This is an optimization exercise on Yosys and OpenROAD, whose aim is small area, a short achievable clock period and few clock cycles per item, not a production implementation.
Where RTL was checked, it was by simulation tests only, not by an equivalence proof against the original.

Design logarithm, start of the top module:
module logarithm #(
	parameter n = 16,
	parameter m = 24,
	parameter k = 5 ,
	parameter p = 24
) (
	input        clk  ,  
	input        reset,  
	input        start,
	input  [0:n] x    ,
	output [1:p] y    ,
	output       done
);
	reg  [23:0] f;
	reg  [24:0] r;           
	wire s1;
	wire c2;
	wire s3;
	wire c4;
	wire s5;
	wire c6;
	wire s7;
	wire c8;
	wire s9;
	wire c10;
	wire s11;
	wire c12;
	wire s13;
	wire c14;
	wire s15;
	wire c16;
	wire s17;
	wire c18;
	wire s19;
	wire c20;
	wire s21;
	wire c22;
	wire s23;
	wire c24;
	wire s25;
	wire c26;
	wire s27;
	wire c28;
	wire s29;
	wire c30;
	wire s31;
	wire c32;
	wire s33;
	wire c34;
	wire s35;
	wire c36;
	wire s37;
	wire c38;
	wire s39;
	wire c40;
	wire s41;
	wire c42;
	wire s43;
	wire c44;
	wire s45;
	wire c46;
	wire s47;
	wire c48;
	wire s49;
	wire c50;
	wire s51;
	wire c52;
	wire s53;
	wire c54;
	wire s55;
	wire c56;
	wire s57;
	wire c58;
	wire s59;
	wire c60;
	wire s61;
	wire c62;
	wire s63;
	wire c64;
	wire s65;
	wire c66;
	wire s67;
	wire c68;
	wire s69;
	wire c70;
	wire s71;
	wire c72;
	wire s73;
	wire c74;
	wire s75;
	wire c76;
	wire s77;
	wire c78;
	wire s79;
	wire c80;
	wire s81;
	wire c82;
	wire s83;
	wire c84;
	wire s85;
	wire c86;
	wire s87;
	wire c88;
	wire s89;
	wire c90;
	wire s91;
	wire c92;
	wire s93;
	wire c94;
	wire s95;
	wire c96;
	wire s97;
	wire c98;
	wire s99;
	wire c100;
	wire s101;
	wire c102;
	wire s103;
	wire c104;
	wire s105;
	wire c106;
	wire s107;
	wire c108;
	wire s109;
	wire c110;
	wire s111;
	wire c112;
	wire s113;
	wire c114;
	wire s115;
	wire c116;
	wire s117;
	wire c118;
	wire s119;
	wire c120;
	wire s121;
	wire c122;
	wire s123;
	wire c124;
	wire s125;
	wire c126;
	wire s127;
	wire c128;
	wire s129;
	wire c130;
	wire s131;
	wire c132;
	wire s133;
	wire c134;
	wire s135;
	wire c136;
	wire s137;
	wire c138;
	wire s139;
	wire c140;
	wire s141;
	wire c142;
	wire s143;
	wire c144;
	wire s145;
	wire c146;
	wire s147;
	wire c148;
	wire s149;
	wire c150;
	wire s151;
	wire c152;
	wire s153;
	wire c154;
	wire s155;
	wire c156;
	wire s157;
	wire c158;
	wire s159;
	wire c160;
	wire s161;
	wire c162;
  ...
Size: roughly 1100 cells after synthesis, roughly 49 flip-flops, roughly 10000 um2 of cells after synthesis.
clock: 9.0 ns
lec_check: 0
cap_margin: 20
core_margin: 2
core_utilization: 40
slew_margin: 60
synth_hierarchical: 1
synth_minimum_keep_size: 0
run.sh (not shown) runs the stock make flow with config.mk's settings and CLKGATE_MAP_FILE= SYNTH_SCRIPT=/design/flow/synth_recipe.tcl, a recipe that flattens the netlist after the stock synthesis.
The baseline completed without violations.
==> next run, changes <==
SETUP_SLACK_MARGIN = 0   (was not set)
SLEW_MARGIN = 20   (was 60)
After rerunning:
- The new run ran to the end with no violations
- clock-buffer cell count stays the same
- cell count stays flat
- die area does not change
- utilization barely changes
- clock skew goes up by 0.0060 ns
- wire length stays flat
- hold slack loses 0.0087 ns
- synthesized cell count does not change
No functional check of the RTL was part of any run of this note.


run 1:
Another version of the RTL of logarithm (not shown whole).
For scale: ~45 I/O pins, roughly 0.011 mm² of cells after synthesis.
==> flow/config.mk <==
export PLATFORM = sky130hd
export DESIGN_NAME = logarithm
export DESIGN_NICKNAME = logarithm
export VERILOG_FILES = /design/flow/design.v
export SDC_FILE = /design/flow/constraint.sdc
export NUM_CORES = 4
export LEC_CHECK = 0
export CAP_MARGIN = 20
export CORE_MARGIN = 2
export CORE_UTILIZATION = 40
export CTS_BUF_LIST = sky130_fd_sc_hd__clkbuf_4 sky130_fd_sc_hd__clkbuf_8
export SETUP_SLACK_MARGIN = 3.6
export SLEW_MARGIN = 60
export SYNTH_HIERARCHICAL = 1
export SYNTH_MINIMUM_KEEP_SIZE = 0
==> flow/constraint.sdc <==
create_clock -name core_clock -period 9.0 [get_ports {clk}]
set_input_delay 1.8000 -clock core_clock [delete_from_list [all_inputs] [get_ports {clk}]]
set_output_delay 1.8000 -clock core_clock [all_outputs]
set_load 0.01 [all_outputs]
standard.sh (not shown) runs the stock make flow with config.mk's settings and CLKGATE_MAP_FILE= SYNTH_SCRIPT=/design/flow/synth_recipe.tcl, a recipe that flattens the netlist after the stock synthesis.
==> flow/flow/run.sh <==
#!/bin/bash
# Standard layout, with the smallest buffer on the ports instead of the
# delay buffer that buffer_ports picks by default.
set -e
export BUFFER_PORTS_ARGS="-buffer_cell sky130_fd_sc_hd__buf_1"
bash standard.sh finish > standard_flow.log 2>&1
Testbench counts of run 1, summed over its fixed seeds: cycles 36,800, items 1,600.
Inputs modified between run 1 and run 2:
Settings: SETUP_SLACK_MARGIN: 3.6 -> 4.0; CAP_MARGIN: 20 -> 50.
==> run summary <==
Run 2: flow completed, timing, DRC and antenna clean
Run 2 vs run 1: via count of the first global-routing pass up in run 2
Between run 1 and run 2, the difference in met3 track demand over resource is negligible.
Top fanout value on the critical path: run 2 vs run 1 up 24%
Relative to run 1, wire length of the first global-routing pass increased by 220 µm in run 2.
On wire length the detailed router placed on met1, the lower figure sits with run 1, not run 2.
Compared with run 1, via total after detailed routing in run 2 increased slightly.
Modified inputs, run 3 compared to run 2
Settings: swapping 50 for 20 in CAP_MARGIN; clearing CTS_BUF_LIST, which used to be sky130_fd_sc_hd__clkbuf_4 sky130_fd_sc_hd__clkbuf_8.
--- outcome ---
Run 3: flow completed, timing, DRC and antenna clean. On multi-input gate share of the layout cell area: between run 3 and run 2, it ends up lower for run 3. Summary: with run 2 as the reference, detailed-routed wire length on met2 in run 3 moved up slightly. Re final instance area: run 3 is about 0.9% up on run 2. On cell count, run 3 and run 2 are basically level. Run 3 vs. run 2: total routed wirelength picked up an extra 0.84%, placement row count ~0 delta.

what the ideal ports hide:
The flow's constraints put no driver on any port. The routed layouts listed below were extracted and timed again, unchanged, in two steps. Step 1, drivers: a clkbuf_16 drives clk and a buf_2 each remaining input, both assumed. Step 2 also shifts input and output timing later by t, the mid clock arrival at the registers, as if the neighbouring blocks saw the same clock. a / b / c = ideal ports / drivers / drivers and shift; a / b = the first two.
| run | shift t [ns] | slack for setup (ns) | worst hold slack (ns) | slew at the worst register clock pin (ns) | worst data-port slew with drivers (ns) |
|---|---|---|---|---|---|
| the first run of note 1 | 0.328 | 2.840 / 2.840 / 2.840 | 0.531 / 0.531 / 0.531 | 0.07 / 0.07 | 0.04 |
| the second run of note 1 | 0.329 | 2.696 / 2.696 / 2.696 | 0.522 / 0.522 / 0.522 | 0.07 / 0.07 | 0.04 |
| run 1 | 0.344 | 3.966 / 3.966 / 3.966 | 0.534 / 0.534 / 0.534 | 0.11 / 0.11 | 0.05 |
| run 2 | 0.345 | 4.242 / 4.242 / 4.242 | 0.546 / 0.546 / 0.546 | 0.11 / 0.11 | 0.05 |
| run 3 | 0.343 | 4.236 / 4.236 / 4.236 | 0.528 / 0.528 / 0.528 | 0.07 / 0.07 | 0.05 |
After both steps setup and hold are still met in every run listed.
